Context: an optimization exercise on an open-source flow, tuned for a short achievable clock period and few clock cycles. The choices shown serve that exercise and are no tape-out recipe. Only simulation tests tie the RTL to the original design; equivalence was not proved. Power figures rest on the tool's default switching activity, not on a simulated workload.

--- design.v ---
module ks_adder32(input [31:0] a, input [31:0] b, input [31:0] an, input [31:0] bn,
                  input cin, output [31:0] sum, output [31:0] g, output [31:0] t);
assign g = ~(an | bn);      
assign t = ~(an & bn);      
wire [31:0] h = a ^ b;
wire [31:0] g1, p1, g2, p2, g3, p3, g4, p4, g5, p5;
wire [31:0] gin = {g[31:1], g[0] | (t[0] & cin)};
genvar i;
generate
  for (i = 0; i < 32; i = i + 1) begin : lv
    if (i >= 1) begin : l1
      assign g1[i] = gin[i] | (t[i] & gin[i-1]);
      assign p1[i] = t[i] & t[i-1];
    end else begin : l1b
      assign g1[i] = gin[i];
      assign p1[i] = t[i];
    end
    if (i >= 2) begin : l2
      assign g2[i] = g1[i] | (p1[i] & g1[i-2]);
      assign p2[i] = p1[i] & p1[i-2];
    end else begin : l2b
      assign g2[i] = g1[i];
      assign p2[i] = p1[i];
    end
    if (i >= 4) begin : l3
      assign g3[i] = g2[i] | (p2[i] & g2[i-4]);
      assign p3[i] = p2[i] & p2[i-4];
    end else begin : l3b
      assign g3[i] = g2[i];
      assign p3[i] = p2[i];
    end
    if (i >= 8) begin : l4
      assign g4[i] = g3[i] | (p3[i] & g3[i-8]);
      assign p4[i] = p3[i] & p3[i-8];
    end else begin : l4b
      assign g4[i] = g3[i];
      assign p4[i] = p3[i];
    end
    if (i >= 16) begin : l5
      assign g5[i] = g4[i] | (p4[i] & g4[i-16]);
      assign p5[i] = p4[i] & p4[i-16];
    end else begin : l5b
      assign g5[i] = g4[i];
      assign p5[i] = p4[i];
    end
  end
endgenerate
assign sum = h ^ {g5[30:0], cin};
endmodule
module ks_add #(parameter N = 30, parameter L = 5) (input [N-1:0] a, input [N-1:0] b, input cin, output [N-1:0] sum);
wire [N-1:0] gg [0:L];
wire [N-1:0] pp [0:L];
wire [N-1:0] t = a | b;
assign gg[0] = {a[N-1:1] & b[N-1:1], (a[0] & b[0]) | (t[0] & cin)};
assign pp[0] = t;
genvar k, i;
generate
  for (k = 0; k < L; k = k + 1) begin : lvl
    for (i = 0; i < N; i = i + 1) begin : bt
      if (i >= (1 << k)) begin : comb
        assign gg[k+1][i] = gg[k][i] | (pp[k][i] & gg[k][i - (1 << k)]);
        assign pp[k+1][i] = pp[k][i] & pp[k][i - (1 << k)];
      end else begin : pass
        assign gg[k+1][i] = gg[k][i];
        assign pp[k+1][i] = pp[k][i];
      end
    end
  end
endgenerate
wire [N-1:0] c = {gg[L][N-2:0], cin};
wire [N-1:0] ac = a ^ c;
assign sum = (b & ~ac) | (~b & ac);
endmodule
module incdec #(parameter N = 14) (input [N-1:0] a, output [N-1:0] inc, output [N-1:0] dec);
genvar i;
generate
  for (i = 0; i < N; i = i + 1) begin : bt
    if (i == 0) begin : b0
      assign inc[i] = ~a[i];
      assign dec[i] = ~a[i];
    end else begin : bn
      assign inc[i] = a[i] ^ (&a[i-1:0]);
      assign dec[i] = a[i] ^ ~(|a[i-1:0]);
    end
  end
endgenerate
endmodule
module DATAPATH_CON_PIPELINE(clk,reset,imem_addr,imem_rdata,dmem_addr,dmem_wdata,dmem_we,dmem_rdata);
input clk;
input reset;
output [31:0] imem_addr;
input  [31:0] imem_rdata;
output [31:0] dmem_addr;
output [31:0] dmem_wdata;
output dmem_we;
input  [31:0] dmem_rdata;
localparam OP_R = 6'b000000, OP_ADDI = 6'b001000, OP_SLTI = 6'b001010, OP_ANDI = 6'b001100,
           OP_ORI = 6'b001101, OP_LUI = 6'b001111, OP_LW = 6'b100011, OP_SW = 6'b101011,
           OP_BEQ = 6'b000100, OP_BNE = 6'b000101, OP_J = 6'b000010;
localparam FN_ADD = 6'b100000, FN_SUB = 6'b100010, FN_AND = 6'b100100, FN_OR = 6'b100101,
           FN_NOR = 6'b100111, FN_SLT = 6'b101010;
reg  [31:0] pc;
reg  [31:0] pc4;
reg  [31:0] d_inst;
reg  [31:1] d_rs_oh, d_rt_oh;    
reg         d_haz;               
reg         d_rs_x, d_rs_m, d_rs_w;  
reg         d_rt_x, d_rt_m, d_rt_w;  
reg         d_ftaken;            
reg         d_fbad;              
reg  [31:0] d_pc4, d_pc8;    
reg  [15:0] d_tlo;           
reg         d_tc;            
reg         d_valid;
reg  [31:0] x_a;         
reg  [31:0] x_an;        
reg  [31:0] x_b;         
reg  [31:0] x_opb;       
reg  [31:0] x_opbn;      
reg  [31:0] x_alt;       
reg  [31:0] x_alt4;      
reg         x_sub;       
reg         x_r_sum, x_r_and, x_r_or, x_r_nor, x_r_slt, x_r_b;
reg         x_regwrite, x_load, x_store, x_branch, x_bne, x_pred;
reg  [4:0]  x_dest;
reg  [31:0] m_res, m_sd;       
reg  [31:0] m_res_n;           
reg         m_regwrite, m_load, m_store;
reg  [4:0]  m_dest;
reg  [31:0] w_res;
reg         w_regwrite;
reg  [4:0]  w_dest;
reg  [31:1] w_we;        
reg  [31:0] rf [1:31];
assign imem_addr = pc;
wire [31:0] pc8 = pc4 + 32'd4;
wire [16:0] f_tlo = {1'b0, pc4[17:2]} + {1'b0, imem_rdata[15:0]};
wire [31:0] f_jtgt  = {pc4[31:28], imem_rdata[25:0], 2'b00};
wire [31:0] f_jtgt4 = f_jtgt + 32'd4;
wire [5:0]  f_op = imem_rdata[31:26];
wire f_j   = (f_op == OP_J);
wire f_use_rs = (f_op != OP_LUI) & ~f_j;
wire f_use_rt = (f_op == OP_R) | (f_op == OP_SW) | (f_op == OP_BEQ) | (f_op == OP_BNE);
wire [4:0] f_rs = imem_rdata[25:21];
wire [4:0] f_rt = imem_rdata[20:16];
wire f_same = (f_rs == f_rt);
wire f_pred = ((f_op == OP_BNE) & ~f_same) | ((f_op == OP_BEQ) & (f_same | imem_rdata[15]));
wire f_take = f_pred & (imem_rdata[15:8] == {8{imem_rdata[7]}});
wire [8:0] f_lo  = {1'b0, pc4[9:2]} + {1'b0, imem_rdata[7:0]};
wire [8:0] f_lo4 = {1'b0, pc8[9:2]} + {1'b0, imem_rdata[7:0]};
wire [31:0] f_btgt  = {pc4[31:10], f_lo[7:0], 2'b00};
wire [31:0] f_btgt4 = {pc8[31:10], f_lo4[7:0], 2'b00};
wire f_bad = (f_lo[8] != imem_rdata[7]) | (f_lo4[8] != imem_rdata[7]);
wire [31:1] f_rs_oh, f_rt_oh;
genvar gi;
generate
  for (gi = 1; gi < 32; gi = gi + 1) begin : dec
    assign f_rs_oh[gi] = (imem_rdata[25:21] == gi);
    assign f_rt_oh[gi] = (imem_rdata[20:16] == gi);
  end
endgenerate
wire [5:0] op = d_inst[31:26];
wire [5:0] fn = d_inst[5:0];
wire [4:0] rs = d_inst[25:21];
wire [4:0] rt = d_inst[20:16];
wire [4:0] rd = d_inst[15:11];
wire [13:0] d_up = d_pc4[31:18];
wire [13:0] d_upp, d_upm;
incdec #(.N(14)) u_up(.a(d_up), .inc(d_upp), .dec(d_upm));
wire [31:0] d_tgt = {(d_tc == d_inst[15]) ? d_up : d_tc ? d_upp : d_upm, d_tlo, 2'b00};
wire [31:0] d_tgt4 = d_tgt + 32'd4;
wire same_src = (d_inst[25:21] == d_inst[20:16]);
wire d_pred = ((op == OP_BNE) & ~same_src) | ((op == OP_BEQ) & (same_src | d_inst[15]));
wire [15:0] imm16 = d_inst[15:0];
wire is_r    = (op == OP_R);
wire is_addi = (op == OP_ADDI);
wire is_slti = (op == OP_SLTI);
wire is_andi = (op == OP_ANDI);
wire is_ori  = (op == OP_ORI);
wire is_lui  = (op == OP_LUI);
wire is_lw   = (op == OP_LW);
wire is_sw   = (op == OP_SW);
wire is_beq  = (op == OP_BEQ);
wire is_bne  = (op == OP_BNE);
wire is_br   = is_beq | is_bne;
wire f_add = is_r & (fn == FN_ADD);
wire f_sub = is_r & (fn == FN_SUB);
wire f_and = is_r & (fn == FN_AND);
wire f_or  = is_r & (fn == FN_OR);
wire f_nor = is_r & (fn == FN_NOR);
wire f_slt = is_r & (fn == FN_SLT);
wire use_rs = ~is_lui & (op != OP_J);
wire use_rt = is_r | is_sw | is_br;
wire [4:0] dest = is_r ? rd : rt;
wire regwrite = is_r | is_addi | is_slti | is_andi | is_ori | is_lui | is_lw;
reg  [31:0] rd_rs, rd_rt;
integer ri;
always @(*) begin
  rd_rs = 32'd0;
  rd_rt = 32'd0;
  for (ri = 1; ri < 32; ri = ri + 1) begin
    rd_rs = rd_rs | ({32{d_rs_oh[ri]}} & rf[ri]);
    rd_rt = rd_rt | ({32{d_rt_oh[ri]}} & rf[ri]);
  end
end
wire [31:0] rf_rs = d_rs_w ? w_res : rd_rs;
wire [31:0] rf_rt = d_rt_w ? w_res : rd_rt;
wire [31:0] imm_val = is_lui ? {imm16, 16'd0} :
                      (is_andi | is_ori) ? {16'd0, imm16} : {{16{imm16[15]}}, imm16};
wire stall = d_valid & x_load & d_haz;
wire id_redirect = d_valid & ~stall & d_pred & (~d_ftaken | d_fbad);
wire [31:0] m_val = m_load ? dmem_rdata : ~m_res_n;
wire a_ex = d_rs_x;
wire t_ex = d_rt_x;
wire [31:0] a_other = d_rs_m ? m_val : rf_rs;
wire [31:0] t_other = d_rt_m ? m_val : rf_rt;
wire [31:0] b_other = is_r ? t_other : imm_val;
wire sub = f_sub | f_slt | is_slti;
wire [31:0] sum, a_and_b, a_or_b;
ks_adder32 u_add(.a(x_a), .b(x_opb), .an(x_an), .bn(x_opbn), .cin(x_sub), .sum(sum), .g(a_and_b), .t(a_or_b));
wire lt = (x_an[31] ^ x_opbn[31]) ? sum[31] : ~x_an[31];
wire [31:0] alu = ({32{x_r_sum}} & sum) | ({32{x_r_and}} & a_and_b) |
                  ({32{x_r_or}} & a_or_b) | ({32{x_r_nor}} & ~a_or_b) |
                  ({32{x_r_b}} & x_opb) | {31'd0, x_r_slt & lt};
wire eq = (x_a == x_b);
wire mispredict = x_branch & ((eq ^ x_bne) ^ x_pred);
wire mp_eq = x_branch & ~(x_bne ^ x_pred);     
wire mp_ne = x_branch & (x_bne ^ x_pred);      
wire [31:0] pc_nx  = stall ? pc  : id_redirect ? d_tgt  : f_j ? f_jtgt  : f_take ? f_btgt  : pc4;
wire [31:0] pc4_nx = stall ? pc4 : id_redirect ? d_tgt4 : f_j ? f_jtgt4 : f_take ? f_btgt4 : pc8;
always @(posedge clk) begin
  pc  <= reset ? 32'd0 : eq ? (mp_eq ? x_alt : pc_nx) : (mp_ne ? x_alt : pc_nx);
  pc4 <= reset ? 32'd4 : eq ? (mp_eq ? x_alt4 : pc4_nx) : (mp_ne ? x_alt4 : pc4_nx);
  if (reset | mispredict | id_redirect) d_valid <= 1'b0;
  else if (!stall) d_valid <= 1'b1;
  if (!stall) begin
    d_inst <= imem_rdata;
    d_rs_oh <= f_rs_oh;
    d_rt_oh <= f_rt_oh;
    d_haz   <= is_lw & (rt != 5'd0) & ((f_use_rs & (f_rs == rt)) | (f_use_rt & (f_rt == rt)));
    d_pc4  <= pc4;
    d_pc8  <= pc8;
    d_tlo  <= f_tlo[15:0];
    d_tc   <= f_tlo[16];
    d_ftaken <= f_take;
    d_fbad   <= f_bad;
    d_rs_x <= d_valid & regwrite & (f_rs != 5'd0) & (f_rs == dest);
    d_rt_x <= d_valid & regwrite & (f_rt != 5'd0) & (f_rt == dest);
    d_rs_m <= x_regwrite & (f_rs == x_dest);
    d_rt_m <= x_regwrite & (f_rt == x_dest);
    d_rs_w <= m_regwrite & (f_rs == m_dest);
    d_rt_w <= m_regwrite & (f_rt == m_dest);
  end else begin
    d_rs_x <= 1'b0;
    d_rt_x <= 1'b0;
    d_rs_m <= d_rs_x;
    d_rt_m <= d_rt_x;
    d_rs_w <= d_rs_m & m_regwrite;
    d_rt_w <= d_rt_m & m_regwrite;
  end
  x_a     <= a_ex ? alu : (use_rs ? a_other : 32'd0);
  x_an    <= ~(a_ex ? alu : (use_rs ? a_other : 32'd0));
  x_b     <= t_ex ? alu : t_other;
  x_opb   <= (is_r & t_ex) ? (sub ? ~alu : alu) : (sub ? ~b_other : b_other);
  x_opbn  <= (is_r & t_ex) ? (sub ? alu : ~alu) : (sub ? b_other : ~b_other);
  x_alt   <= d_pred ? d_pc4 : d_tgt;
  x_alt4  <= d_pred ? d_pc8 : d_tgt4;
  x_dest  <= dest;
  x_sub   <= sub;
  x_r_sum <= f_add | f_sub | is_addi | is_lw | is_sw;
  x_r_and <= f_and | is_andi;
  x_r_or  <= f_or | is_ori;
  x_r_nor <= f_nor;
  x_r_slt <= f_slt | is_slti;
  x_r_b   <= is_lui;
  x_bne   <= is_bne;
  x_pred  <= d_pred;
  if (reset | mispredict | stall | ~d_valid) begin
    x_regwrite <= 1'b0;
    x_load     <= 1'b0;
    x_store    <= 1'b0;
    x_branch   <= 1'b0;
  end else begin
    x_regwrite <= regwrite & (dest != 5'd0);
    x_load     <= is_lw;
    x_store    <= is_sw;
    x_branch   <= is_br;
  end
  m_res  <= alu;
  m_res_n <= ~alu;
  m_sd   <= x_b;
  m_dest <= x_dest;
  if (reset) begin
    m_regwrite <= 1'b0;
    m_load     <= 1'b0;
    m_store    <= 1'b0;
  end else begin
    m_regwrite <= x_regwrite;
    m_load     <= x_load;
    m_store    <= x_store;
  end
  w_res  <= m_val;
  w_dest <= m_dest;
  if (reset) w_regwrite <= 1'b0;
  else w_regwrite <= m_regwrite;
  for (ri = 1; ri < 32; ri = ri + 1)
    w_we[ri] <= ~reset & m_regwrite & (m_dest == ri);
  for (ri = 1; ri < 32; ri = ri + 1)
    if (w_we[ri]) rf[ri] <= w_res;
end
assign dmem_addr  = m_res;
assign dmem_wdata = m_sd;
assign dmem_we    = m_store;
endmodule
--- run.sh ---
#!/bin/bash
# synth_recipe.tcl (not shown) runs the flow's synth.tcl, then flattens the netlist and writes it again
# the make line also repeats each setting of config.mk as NAME=value (left out here)
make -C /OpenROAD-flow-scripts/flow DESIGN_CONFIG=/design/flow/config.mk WORK_HOME=/design/flow/orfs CLKGATE_MAP_FILE= SYNTH_SCRIPT=/design/flow/synth_recipe.tcl finish
--- config.mk ---
export PLATFORM = sky130hd
export DESIGN_NAME = DATAPATH_CON_PIPELINE
export DESIGN_NICKNAME = DATAPATH_CON_PIPELINE
export VERILOG_FILES = /design/flow/design.v
export SDC_FILE = /design/flow/constraint.sdc
export NUM_CORES = 4
export LEC_CHECK = 0
export ABC_AREA = 1
export CAP_MARGIN = 20
export CORE_MARGIN = 2
export CORE_UTILIZATION = 45
export SETUP_SLACK_MARGIN = 4.7
export SLEW_MARGIN = 20
export TNS_END_PERCENT = 100
--- constraint.sdc ---
create_clock -name core_clock -period 7.5 [get_ports {clk}]
set_input_delay 1.5000 -clock core_clock [delete_from_list [all_inputs] [get_ports {clk}]]
set_output_delay 1.5000 -clock core_clock [all_outputs]
set_load 0.01 [all_outputs]
==> results.yml, run 1 <==
final_layout:
  syn_to_final_growth_pct: 17.84
  fill_cells: 14470
  fin_util_pct: 53.45
  final_common_cell: "nand2_1"
  final_cell_mix: "2588 x nand2_1, 1168 x edfxtp_1, 422 x inv_1"
  drive_gt1_share_pct: 13.74
  nNetsFinal: 8161
floorplanning:
  start_util_pct: 45.35
  die_h_um: 409.3
  die_area_mm2: 0.1675
  die_x_um: 409.3
  pin_count: 163
  design.core.area_mm2: 0.1630
  placement_rows: 148
clocking:
  cts_buffer_depth: 3
  clkTransAtPathRegs_ns: 0.06
  cts_root_buffer: "clkbuf_16"
  htree_levels: 4
  clk_latency_ns: 0.84
  hold_buffers: 0
  cts_buffers: 175
  numClockSinks: 1646
  cts_tree: "built"
global_route:
  grt_max_degree: 83
  grt_pass1_vias: 60920
  grt_pass1_wl_mm: 455.8
  antenna_found_initial: 22
  overflow: 0
  grt_usage_pct: 38.54
drt:
  vias_per_cell: 6.395
  drt_pre_antenna_iters: 9
  wl_met1_mm: 120.1
  antenna_left: 0
  finalWirelength_mm: 337.4
  drtIter0Drc: 12810
  dr_wl_met2_mm: 138.7
  drc: 0
  wire_per_inst_um: 32.45
  num_vias: 66490
  highest_layer: "met5"
  wl_met3_mm: 51.94
logic_synthesis:
  synth_area_mm2: 0.07390
  syn_area_per_cell_um2: 9.483
  synth_edf_count: 1168
  synthArstFlopShare_pct: 0
  syn_inst: 7793
  ys_seq_area_share_pct: 60.41
  yosys_warnings: 2
  synth.distinct_cells: 69
  yosysTopAreaCell: "edfxtp_1"
  synth-main-ff-cell: "edfxtp_1"
  ys_top_cells_by_area: "edfxtp_1 47%, nand2_1 13%, dfxtp_1 13%"
  ys_ff_latch: 1646
  synth_fp_nets: 7891
  synth_top_area_share_pct: 47.46
critical_path:
  crit_path_start_kind: "register"
  reg2reg_slack_ns: 4.58
  r2r-start: "d_rt_oh[8]"
  worstSetupPathType: "register to register"
  required_ns: 8.22
  arrival_ns: 3.64
  crit_start: "d_rt_oh[8]"
  cp-end-kind: "register"
  cp_max_fo: 8
timing:
  tns_ns: 0
  setup_viol: 0
  finalMaxSlewViolations: 0
  fmax_mhz: 342.1
  slew_headroom_pct: 20.52
  clock_skew_ns: 0.04812
  tightest_slew_ns: 1.192
  period_share_pct: 38.98
  rsz0062_at_grt: "true"
  hold_violations: 0
  post-route-min-period_ns: 2.923
run_status:
  outcome: "finished clean"
run:
  cap_violations: 0
place:
  gp_congestion: 0.9750
  io_buffers: 162
  hpwl_mm: 190.1
pwr:
  ir_drop_uv: 251.3
  p_leak_nw: 33.64
  p_per_area_mw_per_mm2: 239.7
min_path:
  worstHoldPathType: "register to register"
  hp-start: "x_b[7]"
==> critical path, cell delays in order (launching register included) <==
cell      delay, ns
edfxtp_1       0.59
buf_12         0.25
buf_12         0.13
nand2_1        0.05
nand2_1        0.05
a221oi_1       0.26
nand4_1        0.16
nor2_1         0.12
nand2_1        0.13
nand2_4        0.20
o21ai_1        0.19
or2_2          0.36
nand3_1        0.10
nand3_1        0.07
and2_1         0.16
==> Yosys cell counts, drive strengths merged, types with 12 or more instances <==
| library cell | instances |
|---|---|
| nand2 | 2656 |
| edfxtp | 1168 |
| dfxtp | 478 |
| nor2 | 460 |
| inv | 455 |
| o21ai | 418 |
| nand3 | 349 |
| nand4 | 291 |
| a21oi | 281 |
| clkbuf | 275 |
| xor2 | 137 |
| a221oi | 120 |
| a22o | 119 |
| buf | 91 |
| nor3 | 77 |
| o211ai | 65 |
| nor4 | 64 |
| a211oi | 37 |
| xnor2 | 36 |
| ha | 30 |
| o22ai | 25 |
| a31oi | 23 |
| or2 | 22 |
| o2111ai | 21 |
| a2111oi | 12 |
| nand3b | 12 |
==> power breakdown <==
part	total [mW]	internal [mW]	switching (mW)
Clock	8.68	4.84	3.83
Combinational	1.92	0.598	1.32
Sequential	10.3	10.0	0.271
Total	20.9	15.4	5.42
==> final timing paths <==
check                                  end  depth (start not counted)
worst max register to register  x_opbn[25]                         14
worst min register to register     m_sd[7]                          0
worst min-delay path               m_sd[7]                          0
worst max-delay path            x_opbn[25]                         14
==> per-layer routing <==
metal,up-vias,global-route usage (%)
li1,27610,-
met1,31680,50.08
met2,5761,55.07
met3,1416,13.07
met4,24,24.15
met5,-,0
==> sequential cells by signal, indices dropped and copies added, names as in the netlist, 31 cells and up <==
signal,flops
m_res,32
w_res,32
d_rt_oh,31
pc4,32
w_we,31
x_alt,32
m_sd,32
d_pc4,32
rf,992
x_opbn,32
x_an,32
x_a,32
pc,32
d_inst,32
x_opb,32
m_res_n,32
x_b,32
d_rs_oh,31
==> per-stage QoR <==
step                      instance area (um2)  cells  power (mW)  hold slack (ns)  worst slack [ns]
after detailed placement                78460   9939       12.18           0.3464             2.920
after global placement                  78420   9937       12.16           0.3452             2.917
after CTS                               85140  10300       20.67           0.3469             4.618
final                                   87090  10400       20.87           0.3476             4.577
after global routing                    87070  10390       21.33           0.3528             4.568
after floorplan                         74250   7793       11.33           0.3308             4.337
==> area by class of cell <==
cell class | count | area [um2] | share of cell area, %
clock inverters | 97 | 839.6 | 0.9640
repair buffers | 452 | 4708 | 5.406
diodes | 10 | 25.02 | 0.02873
repair inverters | 1 | 6.256 | 0.007183
well taps | 2175 | 2721 | 3.125
clock buffers | 228 | 4801 | 5.512
multi-input cells | 5322 | 27280 | 31.32
inverters | 465 | 1873 | 2.151
flip-flops and latches | 1646 | 44840 | 51.48
==> timing repair <==
action,4_1_cts,5_1_grt
setup buffers,31,68
resized for setup,795,340
pin swaps,8,55
gates cloned,6,16
setup endpoints to repair,439,250
==> kinds of logic (layout without fill, tap and decap cells) <==
| group | count (synthesis) | after routing | synth area share [%] |
|---|---|---|---|
| and+or+nand+nor | 3943 | 3949 | 22.62 |
| xor gates and xnor gates | 173 | 173 | 2.050 |
| other | 0 | 10 | 0 |
| AOI/OAI and AO/OA | 1166 | 1166 | 9.970 |
| buffers and inverters | 831 | 1243 | 4.368 |
| muxes | 2 | 2 | 0.02709 |
| adders and majority gates | 32 | 32 | 0.5621 |
| DFF | 1646 | 1646 | 60.41 |
Testbench counts, summed over its fixed seeds: cycles 77,981.
==> run 2: changes to the inputs <==
--- a/design.v
+++ b/design.v
@@ -193,6 +193,13 @@
 wire use_rt = is_r | is_sw | is_br;
 wire [4:0] dest = is_r ? rd : rt;
 wire regwrite = is_r | is_addi | is_slti | is_andi | is_ori | is_lui | is_lw;
+wire [31:1] d_rs_dec, d_rt_dec;
+generate
+  for (gi = 1; gi < 32; gi = gi + 1) begin : ddec
+    assign d_rs_dec[gi] = (rs == gi);
+    assign d_rt_dec[gi] = (rt == gi);
+  end
+endgenerate
 reg  [31:0] rd_rs, rd_rt;
 integer ri;
 always @(*) begin
@@ -235,8 +242,6 @@
   else if (!stall) d_valid <= 1'b1;
   if (!stall) begin
     d_inst <= imem_rdata;
-    d_rs_oh <= f_rs_oh;
-    d_rt_oh <= f_rt_oh;
     d_haz   <= is_lw & (rt != 5'd0) & ((f_use_rs & (f_rs == rt)) | (f_use_rt & (f_rt == rt)));
     d_pc4  <= pc4;
     d_pc8  <= pc8;
@@ -258,6 +263,8 @@
     d_rs_w <= d_rs_m & m_regwrite;
     d_rt_w <= d_rt_m & m_regwrite;
   end
+  d_rs_oh <= stall ? d_rs_dec : f_rs_oh;
+  d_rt_oh <= stall ? d_rt_dec : f_rt_oh;
   x_a     <= a_ex ? alu : (use_rs ? a_other : 32'd0);
   x_an    <= ~(a_ex ? alu : (use_rs ? a_other : 32'd0));
   x_b     <= t_ex ? alu : t_other;
==> results.yml, run 2 <==
clocking:
  cts_root_buffer: "clkbuf_16"
  cts_buffers: 175
  htree_levels: 4
  clk_latency_ns: 0.85
  clkTransAtPathRegs_ns: 0.06
  numClockSinks: 1646
  cts_tree: "built"
  cts_buffer_depth: 3
logic_synthesis:
  synth_area_mm2: 0.07382
  yosysTopAreaCell: "edfxtp_1"
  synth_edf_count: 1106
  ys_ff_latch: 1646
  ys_top_cells_by_area: "edfxtp_1 45%, dfxtp_1 15%, nand2_1 14%"
  ys_seq_area_share_pct: 59.63
  syn_inst: 7939
  synth-main-ff-cell: "edfxtp_1"
  synth.cells.most_frequent: "2678 x nand2_1, 1106 x edfxtp_1, 540 x dfxtp_1, 495 x inv_1, 451 x nor2_1"
  synthArstFlopShare_pct: 0
  syn_area_per_cell_um2: 9.298
  synth_fp_nets: 8037
  synth_top_area_share_pct: 44.99
  synth.distinct_cells: 73
  yosys_warnings: 2
  yosysMostFrequentCell: "nand2_1"
critical_path:
  required_ns: 8.22
  cp_max_fo: 11
  cp-end-kind: "register"
  slowest_stage: "or2_2"
  cpLargestDelayFamily: "simple AND/OR/NAND/NOR gates"
  cpPeakStageDelay_ns: 0.33
  worst-path-buf-inv: 3
  crit_top_cell: "nand2_1"
  worstPathCellList: "buf_4 -> clkinvlp_4 -> buf_6 -> o22ai_1 -> nor3_1 -> nand3_1 -> nor3_2 -> nand2_2 -> nand2_4 -> o21ai_1 -> or2_2 -> nand2_1 -> nand2_1 -> nand3_1 -> nand2_1"
  worstSetupPathType: "register to register"
  arrival_ns: 3.64
  crit_path_start_kind: "register"
global_route:
  grt_pass1_wl_mm: 449.9
  grt_max_degree: 78
  grt_pass1_vias: 60970
  overflow: 0
  grt_usage_pct: 37.82
  antenna_found_initial: 17
floorplanning:
  die_h_um: 409.0
  die_area_mm2: 0.1673
  pin_count: 163
  die_x_um: 409.0
  placement_rows: 148
  start_util_pct: 45.35
  design.core.area_mm2: 0.1628
timing:
  finalMaxSlewViolations: 0
  slew_headroom_pct: 20.25
  fmax_mhz: 343.0
  setup_viol: 0
  rsz0062_at_grt: "true"
  period_share_pct: 38.87
  clock_skew_ns: 0.03665
  post-route-min-period_ns: 2.915
  tightest_slew_ns: 1.195
  worst_slack_ns: 4.585
  hold_violations: 0
  tns_ns: 0
pwr:
  p_leak_nw: 33.46
  ir_drop_uv: 244.3
  p_per_area_mw_per_mm2: 242.9
drt:
  wire_per_inst_um: 31.51
  drt_pre_antenna_iters: 9
  drtIter0Drc: 11360
  num_vias: 66300
  finalWirelength_mm: 329.8
  drc: 0
  vias_per_cell: 6.335
  antenna_left: 0
run:
  cap_violations: 0
run_status:
  outcome: "finished clean"
final_layout:
  top_register: "rf"
  final_cell_mix: "2639 x nand2_1, 1106 x edfxtp_1, 472 x inv_1"
  syn_to_final_growth_pct: 17.37
  final_common_cell: "nand2_1"
  nNetsFinal: 8226
  largest_reg_flops: 992
  drive_gt1_share_pct: 13.78
place:
  dp_slack_ns: 2.641
  hpwl_mm: 194.0
  gp_congestion: 0.9776
  io_buffers: 162
min_path:
  worstHoldPathType: "register to register"
run 2: cell types whose count changed after synthesis, moves of 15 or more:
cell	change
a31oi_1	-15
nand2_1	+47
o21ai_1	+27
nor3_1	-15
a221oi_1	+20
edfxtp_1	-62
or2_2	+17
inv_1	+56
dfxtp_1	+62
nor2_1	+20
o211ai_1	+19
buf_2	+16
nand4_1	-31
a22o_1	-21
run 2: area by class of cell:
class / count / area, um2
Antenna cell: 11 / 27.53
Clock buffer: 240 / 4930
Clock inverter: 88 / 842.1
Fill cell: 14540 / 76130
Inverter: 528 / 2163
Multi-Input combinational cell: 5394 / 27640
Sequential cell: 1646 / 44430
Tap cell: 2175 / 2721
Timing Repair Buffer: 381 / 3869
Timing Repair inverter: 2 / 17.52
run 2: per-stage QoR:
step | std cells | power (mW) | util (%) | hold slack [ns] | cell area [um2]
finish | 10470 | 21.04 | 53.23 | 0.3536 | 86640
global route | 10450 | 21.53 | 53.21 | 0.3518 | 86610
CTS | 10390 | 20.87 | 52.23 | 0.3457 | 85010
detailed placement | 10040 | 12.20 | 48.02 | 0.3521 | 78160
global placement | 10040 | 12.18 | 48.01 | 0.3565 | 78150
floorplan | 7939 | 11.33 | - | 0.3308 | 74190
run 2: power breakdown:
| part | internal [mW] | switching (mW) |
|---|---|---|
| Clock | 5.03 | 3.80 |
| Combinational | 0.622 | 1.34 |
| Sequential | 9.94 | 0.314 |
run 2: cell families (layout without fill, tap and decap cells):
| logic type | Yosys count | in the layout | synth area share (%) |
|---|---|---|---|
| other cells | 0 | 11 | 0 |
| flops | 1646 | 1646 | 59.63 |
| fa+ha+maj | 32 | 32 | 0.5627 |
| compound gates | 1229 | 1229 | 10.50 |
| xor+xnor | 174 | 174 | 2.075 |
| simple gates | 3953 | 3959 | 22.48 |
| buf+inv | 905 | 1239 | 4.748 |
run 2: layer usage:
layer | share of wire [%] | track usage, %
met5 | 0.049 | 0
met4 | 7.1 | 22.08
met1 | 37 | 50.62
met2 | 41 | 54.09
met3 | 15 | 11.44
run 2: final timing paths:
path	start	end	slack [ns]	cells past startpoint
min	x_b[15]	m_sd[15]	0.35	0
min reg2reg	x_b[15]	m_sd[15]	0.35	0
max reg2reg	d_rt_oh[1]	x_opb[30]	4.58	15
max	d_rt_oh[1]	x_opb[30]	4.58	15
run 2: timing repair:
item                                   CTS  global route
setup endpoints to repair              432           309
hold buffers                             0             0
cloned                                   9            11
resized for setup                      876           287
pin swaps                               15            48
setup buffers                           17            53
endpoints found under the hold margin    0             0
Testbench counts of run 2, summed over its fixed seeds: cycles 77,981.
==> run 3: changes to the inputs <==
--- a/config.mk
+++ b/config.mk
@@ -8,7 +8,7 @@
 export ABC_AREA = 1
 export CAP_MARGIN = 20
 export CORE_MARGIN = 2
-export CORE_UTILIZATION = 45
-export SETUP_SLACK_MARGIN = 4.7
+export CORE_UTILIZATION = 40
+export SETUP_SLACK_MARGIN = 5.0
 export SLEW_MARGIN = 20
 export TNS_END_PERCENT = 100
==> results.yml, run 3 <==
clocking:
  numClockSinks: 1646
  cts_root_buffer: "clkbuf_16"
  htree_levels: 4
  cts_buffer_depth: 3
  clkTransAtPathRegs_ns: 0.06
  clk_latency_ns: 0.83
  cts_tree: "built"
  hold_buffers: 0
  cts_buffers: 175
final_layout:
  fin_area_mm2: 0.09280
  multi_input_area_mm2: 0.02952
  syn_to_final_growth_pct: 25.71
  final_common_cell: "nand2_1"
  largest_reg_flops: 992
  nNetsFinal: 8526
  register_area_mm2: 0.04445
  drive_gt1_share_pct: 20.72
  final_cell_mix: "2537 x nand2_1, 1106 x edfxtp_1, 444 x inv_1"
  top_register: "rf"
  fin_util_pct: 50.63
  fill_cells: 16230
timing:
  worst_slack_ns: 4.681
  timing.hold.ws_ns: 0.3666
  hold_violations: 0
  slew_headroom_pct: 18.96
  finalMaxSlewViolations: 0
  tns_ns: 0
  fmax_mhz: 354.7
  clock_skew_ns: 0.07516
  rsz0062_at_grt: "true"
  period_share_pct: 37.59
  setup_viol: 0
  tightest_slew_ns: 1.216
  post-route-min-period_ns: 2.819
drt:
  vias_per_cell: 6.244
  drc: 0
  wire_per_inst_um: 31.74
  drtIter0Drc: 12710
  antenna_left: 0
  num_vias: 69050
  finalWirelength_mm: 351.0
  drt_pre_antenna_iters: 10
logic_synthesis:
  synth_fp_nets: 8037
  synth_top_area_share_pct: 44.99
  synth.cells.most_frequent: "2678 x nand2_1, 1106 x edfxtp_1, 540 x dfxtp_1, 495 x inv_1, 451 x nor2_1"
  ys_ff_latch: 1646
  synth_area_mm2: 0.07382
  ys_seq_area_share_pct: 59.63
  synth.distinct_cells: 73
  synthArstFlopShare_pct: 0
  synth-main-ff-cell: "edfxtp_1"
  yosysTopAreaCell: "edfxtp_1"
  syn_inst: 7939
  synth_edf_count: 1106
  yosys_warnings: 2
  yosysMostFrequentCell: "nand2_1"
  syn_area_per_cell_um2: 9.298
  ys_top_cells_by_area: "edfxtp_1 45%, dfxtp_1 15%, nand2_1 14%"
critical_path:
  worstPathCellList: "buf_6"
  worst-path-buf-inv: 1
  worstSetupPathType: "register to primary output"
  crit_path_start_kind: "register"
  slowest_stage: "dfxtp_4"
  arrival_ns: 1.32
  cp_max_fo: 2
  cpPeakStageDelay_ns: 0.39
  required_ns: 6.00
  cpLargestDelayFamily: "flip-flops"
  cp-end-kind: "primary output"
global_route:
  grt_max_degree: 96
  grt_usage_pct: 35.20
  grt_pass1_vias: 62810
  overflow: 0
  grt_pass1_wl_mm: 465.3
  antenna_found_initial: 18
floorplanning:
  design.core.area_mm2: 0.1833
  placement_rows: 157
  die_x_um: 433.6
  die_area_mm2: 0.1880
  die_h_um: 433.6
  start_util_pct: 40.28
  pin_count: 163
run_status:
  outcome: "finished clean"
place:
  place_area_mm2: 0.07855
  dp_slack_ns: 2.689
  hpwl_mm: 190.7
  io_buffers: 162
  gp_congestion: 0.9699
pwr:
  p_per_area_mw_per_mm2: 231.6
  p_leak_nw: 35.93
  ir_drop_uv: 191.4
min_path:
  worstHoldPathType: "register to register"
run:
  cap_violations: 0
## run 3: cells by family (layout without fill, tap and decap cells)
group | count (synthesis) | after routing | synth area share [%]
AOI/OAI and AO/OA | 1229 | 1229 | 10.50
xor gates and xnor gates | 174 | 174 | 2.075
adders and majority gates | 32 | 32 | 0.5627
buffers and inverters | 905 | 1532 | 4.748
DFF | 1646 | 1646 | 59.63
other | 0 | 19 | 0
and+or+nand+nor | 3953 | 3962 | 22.48
## run 3: worst paths after layout
path	start	endpoint	slack [ns]	depth (start not counted)
min	x_b[9]	m_sd[9]	0.37	0
min reg2reg	x_b[9]	m_sd[9]	0.37	0
max	pc[24]	imem_addr[24]	4.68	1
max reg2reg	x_b[15]	pc[2]	4.83	14
## run 3: what timing repair did
action                     in CTS  in global routing
setup buffers                 147                199
cloned                         24                 24
setup endpoints to repair     515                405
gates resized for setup      1255                610
pin swaps                     103                232
## run 3: layout make-up
class,instances,area share (%)
Timing Repair inverter,4,0.03775
Timing Repair Buffer,676,8.168
Clock buffer,247,5.350
Tap cell,2464,3.322
Antenna cell,19,0.05124
Sequential cell,1646,47.91
Multi-Input combinational cell,5397,31.81
Clock inverter,77,0.9074
Inverter,528,2.445
## run 3: per-layer routing
layer  part of all wire, %  track usage, %  vias up
li1                      -               -    28410
met1                    35           46.12    33020
met2                    40           49.29     6133
met3                    17           12.59     1470
met4                   8.2           21.85       22
met5                 0.071               0        -
## run 3: through the flow
| stage | power [mW] | std cells |
|---|---|---|
| global placement | 12.18 | 10320 |
| global route | 21.97 | 11040 |
| finish | 21.49 | 11060 |
| CTS | 21.11 | 10820 |
| floorplan | 11.33 | 7939 |
| detailed placement | 12.20 | 10320 |
## run 3: power breakdown
| group | switching, mW | total (mW) | internal (mW) |
|---|---|---|---|
| Sequential | 0.306 | 10.2 | 9.94 |
| Combinational | 1.51 | 2.33 | 0.824 |
| Clock | 3.82 | 8.91 | 5.09 |
| Total | 5.64 | 21.5 | 15.8 |
==> run 4: changes to the inputs <==
--- a/config.mk
+++ b/config.mk
@@ -8,7 +8,7 @@
 export ABC_AREA = 1
 export CAP_MARGIN = 20
 export CORE_MARGIN = 2
-export CORE_UTILIZATION = 40
+export CORE_UTILIZATION = 55
 export SETUP_SLACK_MARGIN = 5.0
 export SLEW_MARGIN = 20
 export TNS_END_PERCENT = 100
==> results.yml, run 4 <==
final_layout:
  nNetsFinal: 8577
  final_cell_mix: "2534 x nand2_1, 1106 x edfxtp_1, 451 x inv_1"
  syn_to_final_growth_pct: 25.66
  fin_area_mm2: 0.09276
  top_register: "rf"
  stdcell_count: 10430
  largest_reg_flops: 992
  fill_cells: 10060
  multi_input_area_mm2: 0.02957
  drive_gt1_share_pct: 21.60
  fin_util_pct: 69.59
  final_common_cell: "nand2_1"
  register_area_mm2: 0.04445
logic_synthesis:
  synthMuxAreaShare_pct: 0
  synth_fa_ha_area_share_pct: 0.5627
  synth-simple-area-share_pct: 22.48
  synth-xor-area-share_pct: 2.075
  synth_edf_count: 1106
  ys_seq_area_share_pct: 59.63
  synth.distinct_cells: 73
  yosysTopAreaCell: "edfxtp_1"
  synthArstFlopShare_pct: 0
  ys_ff_latch: 1646
  synth-main-ff-cell: "edfxtp_1"
  syn_inst: 7939
  synth_area_mm2: 0.07382
  yosysMostFrequentCell: "nand2_1"
  synth.cells.most_frequent: "2678 x nand2_1, 1106 x edfxtp_1, 540 x dfxtp_1, 495 x inv_1, 451 x nor2_1"
  syn_area_per_cell_um2: 9.298
  synth_top_area_share_pct: 44.99
  synth_fp_nets: 8037
  ys_top_cells_by_area: "edfxtp_1 45%, dfxtp_1 15%, nand2_1 14%"
  synth_top_family_by_area: "simple AND/OR/NAND/NOR gates"
  yosys_warnings: 2
  synth-compound-area-share_pct: 10.50
clocking:
  cts_buffers: 174
  cts_root_buffer: "clkbuf_16"
  cts_tree: "built"
  clkTransAtPathRegs_ns: 0.07
  cts_buffer_depth: 3
  hold_buffers: 0
  numClockSinks: 1646
  htree_levels: 4
  clk_latency_ns: 0.86
global_route:
  grt_pass1_vias: 62660
  grt-busiest-layer: "met2"
  overflow: 0
  grt.met2_usage_pct: 65.20
  grt_usage_pct: 48.04
  grt_pass1_wl_mm: 459.3
  grt_max_degree: 87
  antenna_found_initial: 25
  grt_use_met1_pct: 61.64
  grtUsageMet3_pct: 20.06
floorplanning:
  placement_rows: 134
  die_area_mm2: 0.1372
  die_x_um: 370.4
  pin_count: 163
  start_util_pct: 55.38
  die_h_um: 370.4
  design.core.area_mm2: 0.1333
min_path:
  hp-start: "x_b[31]"
  worstHoldPathType: "register to register"
  hold_end: "m_sd[31]"
  min_delay_path_depth: 0
critical_path:
  cp_max_fo: 2
  r2r-start: "d_rt_oh[30]"
  arrival_ns: 1.33
  slowest_stage: "dfxtp_4"
  ff2ff_path_depth: 11
  required_ns: 6.00
  cp-end-kind: "primary output"
  r2r_end: "x_opb[24]"
  worst-path-buf-inv: 1
  reg2reg_slack_ns: 4.80
  cpLargestDelayFamily: "flip-flops"
  worstPathCellList: "buf_6"
  crit_path_start_kind: "register"
  worstSetupPathType: "register to primary output"
  cpPeakStageDelay_ns: 0.38
place:
  gp_congestion: 0.9683
  hpwl_mm: 186.2
  placedCellCount: 9637
  dp_slack_ns: 2.754
  io_buffers: 162
  place_area_mm2: 0.07774
timing:
  period_share_pct: 37.68
  tns_ns: 0
  setup_viol: 0
  tightest_slew_ns: 1.291
  hold_violations: 0
  worst_slack_ns: 4.674
  finalMaxSlewViolations: 0
  post-route-min-period_ns: 2.826
  clock_skew_ns: 0.04627
  slew_headroom_pct: 13.84
  rsz0062_at_grt: "true"
  timing.hold.ws_ns: 0.3435
  fmax_mhz: 353.9
drt:
  drc: 0
  vias_per_cell: 6.836
  drt_pre_antenna_iters: 13
  antenna_left: 0
  finalWirelength_mm: 356.7
  drtIter0Drc: 13620
  wire_per_inst_um: 34.21
  num_vias: 71280
pwr:
  power_mw: 21.50
  p_leak_nw: 36.33
  p_per_area_mw_per_mm2: 231.7
  ir_drop_uv: 193.8
run_status:
  outcome: "finished clean"
run:
  cap_violations: 0
run 4: cell counts after synthesis:
No cell type changed its count.
run 4: cell type report:
class                           instances  share of cell area (%)
Antenna cell                           30                 0.08093
Multi-Input combinational cell       5397                   31.88
Tap cell                             1768                   2.385
Inverter                              528                   2.382
Timing Repair inverter                  5                 0.04991
Sequential cell                      1646                   47.92
Clock buffer                          237                   5.322
Clock inverter                         89                  0.9887
Timing Repair Buffer                  727                   8.997
run 4: cell families (layout without fill, tap and decap cells):
logic type | Yosys count | after routing
AND/OR/NAND/NOR | 3953 | 3962
flip-flops | 1646 | 1646
AO/OA/AOI/OAI | 1229 | 1229
buffers and inverters | 905 | 1586
XOR/XNOR | 174 | 174
adder cells (fa/ha/maj) | 32 | 32
other | 0 | 30
run 4: routing by layer:
metal  vias to the layer above  routed length, um
met5                         -               1000
met4                        45              33240
met3                      1935              64060
met2                      7072             139100
met1                     33680             119300
li1                      28550                  -
run 4: repair_timing:
item / CTS / global route
endpoints found under the setup margin: 493 / 358
hold endpoints to repair: 0 / 0
pin swaps: 101 / 291
gates cloned: 24 / 37
gates resized for setup: 1203 / 693
setup buffers: 166 / 207
run 4: how the worst max path moves through the flow:
stage	start	end	slack, ns	cells after the start
CTS	pc[1]	imem_addr[1]	4.65	1
floorplan	imem_rdata[2]	d_tlo[15]	4.23	13
global route	pc[0]	imem_addr[0]	4.67	1
finish	pc[0]	imem_addr[0]	4.67	1
global placement	imem_rdata[22]	pc4[2]	2.76	18
detailed placement	imem_rdata[22]	pc4[2]	2.75	18
run 4: power by group:
| part | leakage [nW] | internal (mW) | switching [mW] |
|---|---|---|---|
| combinational | 18.4 | 0.822 | 1.51 |
| sequential | 15.0 | 9.94 | 0.291 |
| clock | 2.86 | 5.14 | 3.79 |
==> run 5: changes to the inputs <==
--- a/design.v
+++ b/design.v
@@ -100,6 +100,7 @@
 localparam FN_ADD = 6'b100000, FN_SUB = 6'b100010, FN_AND = 6'b100100, FN_OR = 6'b100101,
            FN_NOR = 6'b100111, FN_SLT = 6'b101010;
 reg  [31:0] pc;
+reg  [31:0] pc_n;
 reg  [31:0] pc4;
 reg  [31:0] d_inst;
 reg  [31:1] d_rs_oh, d_rt_oh;    
@@ -233,10 +234,11 @@
 wire mispredict = x_branch & ((eq ^ x_bne) ^ x_pred);
 wire mp_eq = x_branch & ~(x_bne ^ x_pred);     
 wire mp_ne = x_branch & (x_bne ^ x_pred);      
-wire [31:0] pc_nx  = stall ? pc  : id_redirect ? d_tgt  : f_j ? f_jtgt  : f_take ? f_btgt  : pc4;
+wire [31:0] pc_nx  = stall ? ~pc_n : id_redirect ? d_tgt  : f_j ? f_jtgt  : f_take ? f_btgt  : pc4;
 wire [31:0] pc4_nx = stall ? pc4 : id_redirect ? d_tgt4 : f_j ? f_jtgt4 : f_take ? f_btgt4 : pc8;
 always @(posedge clk) begin
   pc  <= reset ? 32'd0 : eq ? (mp_eq ? x_alt : pc_nx) : (mp_ne ? x_alt : pc_nx);
+  pc_n <= ~(reset ? 32'd0 : eq ? (mp_eq ? x_alt : pc_nx) : (mp_ne ? x_alt : pc_nx));
   pc4 <= reset ? 32'd4 : eq ? (mp_eq ? x_alt4 : pc4_nx) : (mp_ne ? x_alt4 : pc4_nx);
   if (reset | mispredict | id_redirect) d_valid <= 1'b0;
   else if (!stall) d_valid <= 1'b1;
--- a/config.mk
+++ b/config.mk
@@ -8,7 +8,7 @@
 export ABC_AREA = 1
 export CAP_MARGIN = 20
 export CORE_MARGIN = 2
-export CORE_UTILIZATION = 55
+export CORE_UTILIZATION = 40
 export SETUP_SLACK_MARGIN = 5.0
 export SLEW_MARGIN = 20
 export TNS_END_PERCENT = 100
==> results.yml, run 5 <==
floorplanning:
  die_h_um: 434.6
  die_x_um: 434.6
  pin_count: 163
  placement_rows: 158
  start_util_pct: 40.13
  die_area_mm2: 0.1889
  design.core.area_mm2: 0.1848
logic_synthesis:
  synth-main-ff-cell: "edfxtp_1"
  syn_inst: 7957
  yosysTopAreaCell: "edfxtp_1"
  synth.distinct_cells: 63
  ys_seq_area_share_pct: 60.21
  synth.cells.most_frequent: "2754 x nand2_1, 1106 x edfxtp_1, 572 x dfxtp_1, 473 x inv_1, 448 x nor2_1"
  ys_top_cells_by_area: "edfxtp_1 45%, dfxtp_1 15%, nand2_1 14%"
  yosysMostFrequentCell: "nand2_1"
  ys_ff_latch: 1678
  synth_area_mm2: 0.07418
  synth_top_area_share_pct: 44.77
  synthArstFlopShare_pct: 0
  synth_edf_count: 1106
  yosys_warnings: 2
  synth_fp_nets: 8055
  syn_area_per_cell_um2: 9.322
critical_path:
  r2r-start: "d_rt_oh[30]"
  cp_max_fo: 1
  cp-end-kind: "primary output"
  worstPathCellList: "buf_6"
  crit_start: "pc[0]"
  crit_path_start_kind: "register"
  cpPeakStageDelay_ns: 0.39
  slowest_stage: "dfxtp_4"
  worst-path-buf-inv: 1
  cpLargestDelayFamily: "flip-flops"
  arrival_ns: 1.34
  worstSetupPathType: "register to primary output"
  required_ns: 6.00
final_layout:
  final_common_cell: "nand2_1"
  fin_area_mm2: 0.09274
  multi_input_area_mm2: 0.02888
  final_cell_mix: "2615 x nand2_1, 1106 x edfxtp_1, 433 x inv_1"
  register_area_mm2: 0.04505
  top_register: "rf"
  largest_reg_flops: 992
  drive_gt1_share_pct: 19.17
  fin_util_pct: 50.17
  nNetsFinal: 8535
  fill_cells: 16510
  syn_to_final_growth_pct: 25.02
place:
  place_area_mm2: 0.07901
  io_buffers: 162
  gp_congestion: 0.9755
  dp_slack_ns: 3.011
  hpwl_mm: 186.4
min_path:
  hp-start: "x_b[21]"
  worstHoldPathType: "register to register"
run_status:
  outcome: "finished clean"
pwr:
  combPwrFrac_pct: 10.1
  p_leak_nw: 36.08
  p_int_mw: 16.10
  ir_drop_uv: 222.1
  pwr-share-clk_pct: 42.0
  swShare_pct: 26.07
  switching_power_mw: 5.678
  p_seq_share_pct: 47.8
  p_per_area_mw_per_mm2: 234.9
timing:
  period_share_pct: 37.93
  post-route-min-period_ns: 2.845
  finalMaxSlewViolations: 0
  tightest_slew_ns: 1.208
  tns_ns: 0
  hold_violations: 0
  rsz0062_at_grt: "true"
  clock_skew_ns: 0.07770
  setup_viol: 0
  timing.hold.ws_ns: 0.3539
  fmax_mhz: 351.5
  slew_headroom_pct: 19.35
  worst_slack_ns: 4.655
drt:
  drtIter0Drc: 13340
  vias_per_cell: 6.345
  wire_per_inst_um: 32.75
  dr_wl_met2_mm: 145.7
  drt_pre_antenna_iters: 10
  wl_met1_mm: 125.6
  antenna_left: 0
  wl_met3_mm: 62.11
  highest_layer: "met5"
  drc: 0
  finalWirelength_mm: 362.8
  num_vias: 70290
clocking:
  clk_latency_ns: 0.87
  cts_root_buffer: "clkbuf_16"
  cts_buffers: 176
  cts_buffer_depth: 3
  cts_tree: "built"
  htree_levels: 4
  numClockSinks: 1678
  clkTransAtPathRegs_ns: 0.06
global_route:
  grt_usage_pct: 36.34
  overflow: 0
  grt_max_degree: 83
  grt_pass1_vias: 63610
  grt_pass1_wl_mm: 480.2
  antenna_found_initial: 13
run:
  cap_violations: 0
==> run 5: power by group through the flow <==
| stage | registers [mW] | clock network (mW) | logic [mW] |
|---|---|---|---|
| 2_1_floorplan | 10.5 | 0 | 0.991 |
| 3_3_place_gp | 10.6 | 0 | 1.70 |
| 3_5_place_dp | 10.6 | 0 | 1.71 |
| 4_1_cts | 10.4 | 9.13 | 1.87 |
| 5_1_grt | 10.4 | 9.48 | 2.32 |
| 6_report | 10.4 | 9.16 | 2.21 |
==> run 5: final cells by class <==
class / instances / share of cell area (%)
diodes: 12 / 0.03238
clock buffers: 240 / 5.293
clock inverters: 87 / 1.116
inverters: 488 / 2.233
multi-input cells: 5422 / 31.14
flip-flops and latches: 1678 / 48.57
well taps: 2480 / 3.346
repair buffers: 668 / 8.243
repair inverters: 3 / 0.02833
==> run 5: worst paths after layout <==
kind	to	slack [ns]	cells past startpoint
setup / recovery	imem_addr[0]	4.66	1
hold / removal	m_sd[21]	0.35	0
setup reg to reg	x_opb[13]	4.85	13
hold reg to reg	m_sd[21]	0.35	0
==> run 5: cells by family (layout without fill, tap and decap cells) <==
group           count (synthesis)  after routing  synth area share, %
fa+ha+maj                      32             32               0.5600
other cells                     0             12                    0
simple gates                 4038           4044                22.68
mux                             1              1              0.01349
compound gates               1160           1160                9.918
xor+xnor                      185            185                2.184
buf+inv                       863           1486                4.429
flops                        1678           1678                60.21
==> run 5: layer usage <==
metal	track usage, %	vias to the layer above
met5	0.2049	-
met4	23.32	8
met3	13.64	1540
met2	50.86	6739
met1	46.96	33540
li1	-	28460
==> run 5: what timing repair did <==
action | 4_1_cts | 5_1_grt
setup buffers | 141 | 197
hold endpoints to repair | 0 | 0
hold buffers | 0 | 0
gates resized for setup | 1175 | 577
endpoints found under the setup margin | 533 | 394
pin swaps | 100 | 187
gates cloned | 28 | 15
==> run 5: metrics by stage <==
stage	power (mW)	std cells
finish	21.78	11080
global route	22.23	11070
CTS	21.42	10850
detailed placement	12.33	10360
global placement	12.31	10360
floorplan	11.49	7957
Testbench counts of run 5, summed over its fixed seeds: cycles 77,981.
==> run 6: changes to the inputs <==
--- a/design.v
+++ b/design.v
@@ -100,10 +100,10 @@
 localparam FN_ADD = 6'b100000, FN_SUB = 6'b100010, FN_AND = 6'b100100, FN_OR = 6'b100101,
            FN_NOR = 6'b100111, FN_SLT = 6'b101010;
 reg  [31:0] pc;
-reg  [31:0] pc_n;
 reg  [31:0] pc4;
 reg  [31:0] d_inst;
 reg  [31:1] d_rs_oh, d_rt_oh;    
+reg  [31:1] d_rs_ohn, d_rt_ohn;  
 reg         d_haz;               
 reg         d_rs_x, d_rs_m, d_rs_w;  
 reg         d_rt_x, d_rt_m, d_rt_w;  
@@ -207,12 +207,10 @@
   rd_rs = 32'd0;
   rd_rt = 32'd0;
   for (ri = 1; ri < 32; ri = ri + 1) begin
-    rd_rs = rd_rs | ({32{d_rs_oh[ri]}} & rf[ri]);
-    rd_rt = rd_rt | ({32{d_rt_oh[ri]}} & rf[ri]);
+    rd_rs = rd_rs | ({{16{~d_rs_ohn[ri]}}, {16{d_rs_oh[ri]}}} & rf[ri]);
+    rd_rt = rd_rt | ({{16{~d_rt_ohn[ri]}}, {16{d_rt_oh[ri]}}} & rf[ri]);
   end
 end
-wire [31:0] rf_rs = d_rs_w ? w_res : rd_rs;
-wire [31:0] rf_rt = d_rt_w ? w_res : rd_rt;
 wire [31:0] imm_val = is_lui ? {imm16, 16'd0} :
                       (is_andi | is_ori) ? {16'd0, imm16} : {{16{imm16[15]}}, imm16};
 wire stall = d_valid & x_load & d_haz;
@@ -220,9 +218,16 @@
 wire [31:0] m_val = m_load ? dmem_rdata : ~m_res_n;
 wire a_ex = d_rs_x;
 wire t_ex = d_rt_x;
-wire [31:0] a_other = d_rs_m ? m_val : rf_rs;
-wire [31:0] t_other = d_rt_m ? m_val : rf_rt;
-wire [31:0] b_other = is_r ? t_other : imm_val;
+wire sa_m  = use_rs & ~d_rs_x & d_rs_m;
+wire sa_w  = use_rs & ~d_rs_x & ~d_rs_m & d_rs_w;
+wire sa_rf = use_rs & ~d_rs_x & ~d_rs_m & ~d_rs_w;
+wire st_m  = ~d_rt_x & d_rt_m;
+wire st_w  = ~d_rt_x & ~d_rt_m & d_rt_w;
+wire st_rf = ~d_rt_x & ~d_rt_m & ~d_rt_w;
+wire [31:0] a_other = ({32{sa_m}} & m_val) | ({32{sa_w}} & w_res) | ({32{sa_rf}} & rd_rs);
+wire [31:0] t_other = ({32{st_m}} & m_val) | ({32{st_w}} & w_res) | ({32{st_rf}} & rd_rt);
+wire [31:0] b_other = ({32{is_r & st_m}} & m_val) | ({32{is_r & st_w}} & w_res) |
+                      ({32{is_r & st_rf}} & rd_rt) | ({32{~is_r}} & imm_val);
 wire sub = f_sub | f_slt | is_slti;
 wire [31:0] sum, a_and_b, a_or_b;
 ks_adder32 u_add(.a(x_a), .b(x_opb), .an(x_an), .bn(x_opbn), .cin(x_sub), .sum(sum), .g(a_and_b), .t(a_or_b));
@@ -234,11 +239,10 @@
 wire mispredict = x_branch & ((eq ^ x_bne) ^ x_pred);
 wire mp_eq = x_branch & ~(x_bne ^ x_pred);     
 wire mp_ne = x_branch & (x_bne ^ x_pred);      
-wire [31:0] pc_nx  = stall ? ~pc_n : id_redirect ? d_tgt  : f_j ? f_jtgt  : f_take ? f_btgt  : pc4;
+wire [31:0] pc_nx  = stall ? pc  : id_redirect ? d_tgt  : f_j ? f_jtgt  : f_take ? f_btgt  : pc4;
 wire [31:0] pc4_nx = stall ? pc4 : id_redirect ? d_tgt4 : f_j ? f_jtgt4 : f_take ? f_btgt4 : pc8;
 always @(posedge clk) begin
   pc  <= reset ? 32'd0 : eq ? (mp_eq ? x_alt : pc_nx) : (mp_ne ? x_alt : pc_nx);
-  pc_n <= ~(reset ? 32'd0 : eq ? (mp_eq ? x_alt : pc_nx) : (mp_ne ? x_alt : pc_nx));
   pc4 <= reset ? 32'd4 : eq ? (mp_eq ? x_alt4 : pc4_nx) : (mp_ne ? x_alt4 : pc4_nx);
   if (reset | mispredict | id_redirect) d_valid <= 1'b0;
   else if (!stall) d_valid <= 1'b1;
@@ -267,8 +271,10 @@
   end
   d_rs_oh <= stall ? d_rs_dec : f_rs_oh;
   d_rt_oh <= stall ? d_rt_dec : f_rt_oh;
-  x_a     <= a_ex ? alu : (use_rs ? a_other : 32'd0);
-  x_an    <= ~(a_ex ? alu : (use_rs ? a_other : 32'd0));
+  d_rs_ohn <= ~(stall ? d_rs_dec : f_rs_oh);
+  d_rt_ohn <= ~(stall ? d_rt_dec : f_rt_oh);
+  x_a     <= a_ex ? alu : a_other;
+  x_an    <= ~(a_ex ? alu : a_other);
   x_b     <= t_ex ? alu : t_other;
   x_opb   <= (is_r & t_ex) ? (sub ? ~alu : alu) : (sub ? ~b_other : b_other);
   x_opbn  <= (is_r & t_ex) ? (sub ? alu : ~alu) : (sub ? b_other : ~b_other);
==> results.yml, run 6 <==
critical_path:
  arrival_ns: 1.33
  slowest_stage: "dfxtp_4"
  worstPathCellList: "buf_6"
  required_ns: 6.00
  cp_max_fo: 2
  reg2reg_slack_ns: 4.90
  worst-path-buf-inv: 1
  cpLargestDelayFamily: "flip-flops"
  cp-end-kind: "primary output"
  cpPeakStageDelay_ns: 0.38
  worstSetupPathType: "register to primary output"
  crit_path_start_kind: "register"
timing:
  rsz0062_at_grt: "true"
  timing.hold.ws_ns: 0.3609
  fmax_mhz: 353.9
  clock_skew_ns: 0.03835
  period_share_pct: 37.68
  tightest_slew_ns: 1.203
  slew_headroom_pct: 19.83
  finalMaxSlewViolations: 0
  hold_violations: 0
  setup_viol: 0
  worst_slack_ns: 4.674
  post-route-min-period_ns: 2.826
  tns_ns: 0
pwr:
  ir_drop_uv: 185.3
  p_per_area_mw_per_mm2: 234.5
  p_leak_nw: 37.03
drt:
  antenna_left: 0
  num_vias: 70180
  wire_per_inst_um: 31.91
  finalWirelength_mm: 363.6
  drc: 0
  drtIter0Drc: 12200
  vias_per_cell: 6.158
  drt_pre_antenna_iters: 8
logic_synthesis:
  synth_fp_nets: 8274
  synth.cells.most_frequent: "2319 x nand2_1, 1106 x edfxtp_1, 801 x inv_1, 602 x dfxtp_1, 504 x nor2_1"
  yosys_warnings: 2
  syn_area_per_cell_um2: 9.304
  synth.distinct_cells: 69
  synth-main-ff-cell: "edfxtp_1"
  yosysMostFrequentCell: "nand2_1"
  ys_seq_area_share_pct: 59.50
  ys_ff_latch: 1708
  synth_edf_count: 1106
  synthArstFlopShare_pct: 0
  yosysTopAreaCell: "edfxtp_1"
  synth_area_mm2: 0.07607
  synth_top_area_share_pct: 43.66
  syn_inst: 8176
  ys_top_cells_by_area: "edfxtp_1 44%, dfxtp_1 16%, nand2_1 11%"
clocking:
  clk_latency_ns: 0.85
  htree_levels: 4
  cts_root_buffer: "clkbuf_16"
  cts_tree: "built"
  cts_buffers: 181
  clkTransAtPathRegs_ns: 0.06
  cts_buffer_depth: 3
  numClockSinks: 1708
global_route:
  overflow: 0
  antenna_found_initial: 16
  grt_pass1_vias: 64020
  grt_pass1_wl_mm: 484.3
  grt_usage_pct: 35.55
  grt_max_degree: 103
floorplanning:
  die_x_um: 440.1
  pin_count: 163
  die_area_mm2: 0.1937
  die_h_um: 440.1
  start_util_pct: 40.13
  placement_rows: 160
  design.core.area_mm2: 0.1896
final_layout:
  drive_gt1_share_pct: 20.59
  fin_area_mm2: 0.09512
  top_register: "rf"
  final_common_cell: "nand2_1"
  final_cell_mix: "2170 x nand2_1, 1106 x edfxtp_1, 727 x inv_1"
  syn_to_final_growth_pct: 25.03
  largest_reg_flops: 992
  nNetsFinal: 8819
place:
  dp_slack_ns: 2.860
  io_buffers: 162
  hpwl_mm: 215.3
  place_area_mm2: 0.08123
  gp_congestion: 0.9886
run_status:
  outcome: "finished clean"
min_path:
  worstHoldPathType: "register to register"
run:
  cap_violations: 0
## run 6: cell types whose count changed after synthesis, sizes merged, moves of 19 or more
cell,delta
dfxtp,+30
nand2,-422
nand3,+76
o21ai,+99
nand4,-68
clkinv,+19
xor2,-39
a221oi,+37
inv,+332
clkbuf,-34
o22ai,+77
a22o,-22
nor2,+63
## run 6: cell families (layout without fill, tap and decap cells)
| family | after synthesis | after routing | share of synthesized area (%) |
|---|---|---|---|
| AND/OR/NAND/NOR | 3704 | 3711 | 20.62 |
| flip-flops | 1708 | 1708 | 59.50 |
| AO/OA/AOI/OAI | 1370 | 1370 | 11.38 |
| buffers and inverters | 1198 | 1891 | 6.064 |
| XOR/XNOR | 164 | 164 | 1.888 |
| adder cells (fa/ha/maj) | 32 | 32 | 0.5461 |
| other | 0 | 9 | 0 |
## run 6: timing repair
action | 4_1_cts | 5_1_grt
buffers inserted | 175 | 163
resized for setup | 1114 | 693
endpoints found under the setup margin | 602 | 388
pin swaps | 74 | 228
hold buffers | 0 | 0
cloned | 24 | 21
## run 6: final timing paths
kind / startpoint / cells past startpoint / end
max: pc[0] / 1 / imem_addr[0]
min: x_b[23] / 0 / m_sd[23]
max reg2reg: d_rs_oh[9] / 8 / x_a[2]
min reg2reg: x_b[23] / 0 / m_sd[23]
## run 6: layout make-up
| class | count | area (um2) |
|---|---|---|
| fill | 17140 | 94460 |
| tap | 2511 | 3142 |
| clock buffer | 229 | 4979 |
| timing repair inverter | 7 | 66.31 |
| clock inverter | 109 | 1224 |
| sequential | 1708 | 45650 |
| timing repair buffer | 707 | 7176 |
| multi-input combinational | 5277 | 29300 |
| antenna | 9 | 22.52 |
| inverter | 839 | 3562 |
## run 6: routing by layer
layer  part of all wire (%)  wire length, um  track usage, %  vias to the layer above
met2                     42           151000           51.86                     5762
met5                  0.053              193               0                        -
met4                    8.4            30440           23.83                       24
li1                       -                -               -                    29290
met1                     36           129800           45.16                    33580
met3                     14            52160           11.11                     1514
## run 6: stage by stage
step / std cells / power, mW / util [%]
finish: 11400 / 22.30 / 50.17
global route: 11390 / 22.79 / 50.16
CTS: 11200 / 21.98 / 47.91
detailed placement: 10670 / 12.56 / 42.85
global placement: 10670 / 12.55 / 42.84
floorplan: 8176 / 11.67 / -
## run 6: where the power goes
group / total [mW] / switching (mW) / internal [mW]
logic: 2.26 / 1.50 / 0.758
registers: 10.5 / 0.265 / 10.3
clock network: 9.51 / 4.10 / 5.41
Testbench counts of run 6, summed over its fixed seeds: cycles 77,981.

==> separate check: timing with driven ports <==
Ports are ideal in the flow. The routed layouts listed here were re-timed in OpenROAD. Step 1 assumes that a clkbuf_16 drives the clock port and a buf_2 every other input. Step 2, shift: input delay + t, output delay - t, t = (earliest + latest rising clock arrival at the registers) / 2. This alone moves slack from input paths to output paths. Slacks: ideal / step 1 / step 2; pairs: ideal / step 1.
run | shift t [ns] | setup slack, ns | worst setup path after step 2
run 1 | 0.901 | 4.577 / 4.577 / 3.822 | input to register
run 2 | 0.924 | 4.585 / 4.533 / 3.892 | input to register
run 3 | 0.881 | 4.681 / 4.596 / 3.918 | input to register
run 4 | 0.914 | 4.674 / 4.593 / 3.905 | input to register
run 5 | 0.910 | 4.655 / 4.573 / 4.020 | input to register
run 6 | 0.928 | 4.674 / 4.580 / 4.026 | input to register
After both steps setup and hold are still met in every run listed. For run 4, which loses most, drivers alone change the setup slack by -0.081 ns; drivers and shift together by -0.769 ns.
